What follows belongs to an exercise in optimizing a design on an open flow for a short achievable clock period and few clock cycles; a production flow would make more cautious choices. At most, simulation tests tie the RTL to the original design; equivalence was not proved. Power and IR drop assume default switching activity.

Setup of raven:
// main
module main(clk, rst, mem_rdata, mem_addr, mem_wdata, mem_we);
	input clk, rst;
	input [15:0] mem_rdata;       
	output [7:0] mem_addr;
	output [7:0] mem_wdata;
	output mem_we;
	reg k_fetch, k_ld, k_st, k_bip;
	reg [7:0] a_oth, a_m;
	reg a_selm;
	reg [7:0] wdata_q;
	reg we_q;
	reg [7:0] fpc_oth, fpc_m;
	reg fpc_selm;
	reg fpc_bip;                       
	reg [2:0] ld_rd;
	reg smc_q;                         
	reg [7:0] smc_a;                   
	reg [63:0] rf;
	reg fz, fc;
	reg [7:0] res_q;                   
	reg [2:0] res_wa;
	reg res_we;
	reg dv;
	reg [15:0] ir;
	reg [7:0] d_fa1, e_fa1;             
	reg [7:0] d_fa2_q;                 
	reg [7:0] oh_n, oh_d, oh_m;        
	reg [7:0] ext_q;                   
	reg [7:0] d_fa;
	reg d_pred;
	reg mE_n, mE_d, mE_m, mR_n, mR_d, mR_m;
	reg v;
	reg [7:0] e_fa;
	reg e_wr, e_setf, e_arith, e_sub, e_and, e_or, e_xor, e_shf, e_passb;
	reg e_ld, e_st, e_bc, e_pred;
	reg [1:0] e_cc;
	reg [2:0] e_rd;
	reg [7:0] e_alt;
	reg [5:0] e_off;
	reg [7:0] opA, opB, opS;
	reg [2:0] iA, iB, iS;
	reg uA, uB, uS;
	reg [7:0] rsel;
	reg [7:0] smask;
	reg [7:0] am_o, ao_o;
	wire [7:0] addr = am_o | ao_o;
	wire [7:0] fpc = fpc_selm ? fpc_m : fpc_oth;
  ...
clock: 5.5 ns
lec_check: 0
abc_clock_period_in_ps: 1800
cap_margin: 20
core_margin: 2
core_utilization: 40
gpl_timing_driven: 1
setup_slack_margin: 3.3
slew_margin: 20
tns_end_percent: 100
run.sh (not shown) runs the stock make flow with config.mk's settings and CLKGATE_MAP_FILE= SYNTH_SCRIPT=/design/flow/synth_recipe.tcl, a recipe that flattens the netlist after the stock synthesis.
Here is what was changed in the inputs of ember compared with raven.
- changing SETUP_SLACK_MARGIN from 3.3 to 3.6
[summary]
In ember the share of total power in combinational logic turned out 3.3 points higher than in raven.
Delta (ember minus raven): number of nets in the layout rose about 3.2%, critical path depth comparable, fraction of area in registers now smaller.
ember has completed all stages; timing, DRC and antenna checks passed.
No run of this note included a check of the RTL's function; only the layout flow was run.

v8:
main, a different RTL version from the one above (not shown whole).
For scale: roughly 2000 cells after synthesis.
// main
module main(clk, rst, mem_rdata, mem_addr, mem_wdata, mem_we);
	input clk, rst;
	input [15:0] mem_rdata;       
	output [7:0] mem_addr;
	output [7:0] mem_wdata;
	output mem_we;
	reg k_fetch, k_ld, k_st, k_bip;
	reg [7:0] a_oth, a_m;
	reg a_selm;
	reg [7:0] wdata_q;
	reg we_q;
	reg [7:0] fpc_oth, fpc_m;
	reg fpc_selm;
	reg fpc_bip;                       
	reg [2:0] ld_rd;
	reg smc_q;                         
	reg [7:0] smc_a;                   
	reg [63:0] rf;
	reg fz, fc;
	reg [7:0] res_q;                   
	reg [2:0] res_wa;
	reg res_we;
	reg dv;
	reg [15:0] ir;
	reg [7:0] d_fa1, e_fa1;             
	reg [7:0] d_fa2_q;                 
	reg [7:0] oh_n, oh_d, oh_m;        
	reg [7:0] ext_q;                   
	reg [7:0] d_fa;
	reg d_pred;
	reg mE_n, mE_d, mE_m, mR_n, mR_d, mR_m;
	reg q_selA_rd, q_selA_0, q_sub, q_mem, q_br, q_aimm, q_bA, q_bB;
	reg v;
	reg [7:0] e_fa;
	reg e_wr, e_setf, e_arith, e_sub, e_and, e_or, e_xor, e_shf, e_passb;
	reg e_ld, e_st, e_bc, e_pred;
	reg [1:0] e_cc;
	reg [2:0] e_rd;
	reg [7:0] e_alt;
	reg [5:0] e_off;
	reg [7:0] opA, opB, opS;
	reg [2:0] iA, iB, iS;
	reg uA, uB, uS;
	reg [7:0] rsel;
	reg [7:0] smask;
	reg [7:0] am_o, ao_o;
	wire [7:0] addr = am_o | ao_o;
	wire [7:0] fpc = fpc_selm ? fpc_m : fpc_oth;
	reg [7:0] addr_o;                  
	assign mem_addr = addr_o;
	assign mem_wdata = wdata_q;
	assign mem_we = we_q;
	wire adv = ~(k_ld | k_st);
	wire exec = v & adv & ~smc_q;
	wire [7:0] A = opA;
	wire [7:0] B = opB;
	wire [7:0] S = opS;
	wire [8:0] sum;
	wire co;
	cla8 alu_add(.a(A), .b(B), .cin(e_sub), .s(sum[7:0]), .co(co));
	assign sum[8] = co;
	wire [7:0] mar = sum[7:0];
	wire [7:0] cz = {A[6:0] | B[6:0], e_sub};
	wire z_add = &(~((A ^ cz) ^ B));
	reg [7:0] rot4;
	integer ri, rj;
  ...
make LEC_CHECK=0 ABC_CLOCK_PERIOD_IN_PS=1800 CAP_MARGIN=20 CORE_MARGIN=2 CORE_UTILIZATION=55 GPL_TIMING_DRIVEN=1 SETUP_SLACK_MARGIN=3.6 SLEW_MARGIN=20 TNS_END_PERCENT=100 finish   # period 5.5 ns
v8: PASS, flow complete, no timing, DRC or antenna violations
Testbench counts of v8, summed over its fixed seeds: cycles 91,487.
Inputs modified between v8 and v17:
diff --git a/flow/config.mk b/flow/config.mk
--- a/flow/config.mk
+++ b/flow/config.mk
@@ -9,5 +9,5 @@
 export CAP_MARGIN = 20
 export CORE_MARGIN = 2
-export CORE_UTILIZATION = 55
+export CORE_UTILIZATION = 40
 export GPL_TIMING_DRIVEN = 1
 export SETUP_SLACK_MARGIN = 3.6
## What came out
- Final weighted congestion of routability-driven global placement shrinks by a few percent when moving from v8 to v17.
- As far as number of setup violations in the final report goes, v8 and v17 are indistinguishable; the numbers are identical.
- v17: cell internal power dissipation 1.4% above v8
- Total power after layout, v17 vs v8: up slightly
- Run comparison: v8 worst setup path startpoint opA[0]; v17 worst setup path startpoint opA[1]
- v8 ended up with fewer cell instances than v17 did.
diff inputs: v17 => v49
diff --git a/flow/config.mk b/flow/config.mk
--- a/flow/config.mk
+++ b/flow/config.mk
@@ -9,5 +9,5 @@
 export CAP_MARGIN = 20
 export CORE_MARGIN = 2
-export CORE_UTILIZATION = 40
+export CORE_UTILIZATION = 30
 export GPL_TIMING_DRIVEN = 1
 export SETUP_SLACK_MARGIN = 3.6
--- outcome ---
- Per the comparison of v49 with v17, initial antenna violation count saw an increase; die area saw an increase; register-to-register slack saw a decrease.
- Of v49 and v17, the higher part of the cycle the worst path needs belongs to v49.
- v49 reports a higher die extent in x than v17 does.
- In the metrics for v49 and v17, the one carrying the lower wire length is v17.
- Relative to v17, v49 degrades worst slack at placement.
- Worst setup slack was lower in v49 than in v17.
Modified inputs, v9 compared to v49
diff --git a/flow/config.mk b/flow/config.mk
--- a/flow/config.mk
+++ b/flow/config.mk
@@ -9,5 +9,5 @@
 export CAP_MARGIN = 20
 export CORE_MARGIN = 2
-export CORE_UTILIZATION = 30
+export CORE_UTILIZATION = 48
 export GPL_TIMING_DRIVEN = 1
 export SETUP_SLACK_MARGIN = 3.6
Notes after the runs:
When v9 is set beside v49, its net total in the final layout turns out to be 19 larger.
Met2 layer wire length in the routed design, v49 and v9: higher on v49
Any difference in storage element area between v9 and v49 is small enough to ignore.
Startpoint of the worst setup timing path: opA[0] -> v49, opB[1] -> v9

-- static timing again, ports no longer ideal --
Ports are ideal in the flow. The routed layouts listed here were re-timed in OpenROAD.
Step 1 assumes that a clkbuf_16 drives the clock port and a buf_2 every other input.
Step 2 adds t to the input delays and takes it off the output delays; t is the mean of the earliest and latest rising clock arrival at the registers after step 1. Input paths then give back, and output paths get back, about the clock's delay inside the block.
a / b / c = ideal ports / drivers / drivers and shift; a / b = the first two.
| run | shift t [ns] | slack for setup (ns) | worst hold slack (ns) | clock arrival spread, ns |
|---|---|---|---|---|
| raven | 0.611 | 3.250 / 3.250 / 2.668 | 0.362 / 0.362 / 0.362 | 0.018 / 0.017 |
| ember | 0.623 | 3.207 / 3.207 / 2.617 | 0.351 / 0.351 / 0.351 | 0.028 / 0.029 |
| v8 | 0.577 | 3.312 / 3.312 / 2.981 | 0.344 / 0.344 / 0.344 | 0.021 / 0.021 |
| v17 | 0.607 | 3.251 / 3.251 / 2.934 | 0.357 / 0.357 / 0.357 | 0.033 / 0.033 |
| v49 | 0.602 | 3.229 / 3.229 / 2.908 | 0.365 / 0.365 / 0.365 | 0.024 / 0.024 |
| v9 | 0.624 | 3.225 / 3.225 / 2.863 | 0.341 / 0.341 / 0.341 | 0.026 / 0.026 |
After both steps setup and hold are still met in every run listed. For ember, which loses most, drivers alone change the setup slack by 0.000 ns; drivers and shift together by -0.590 ns.
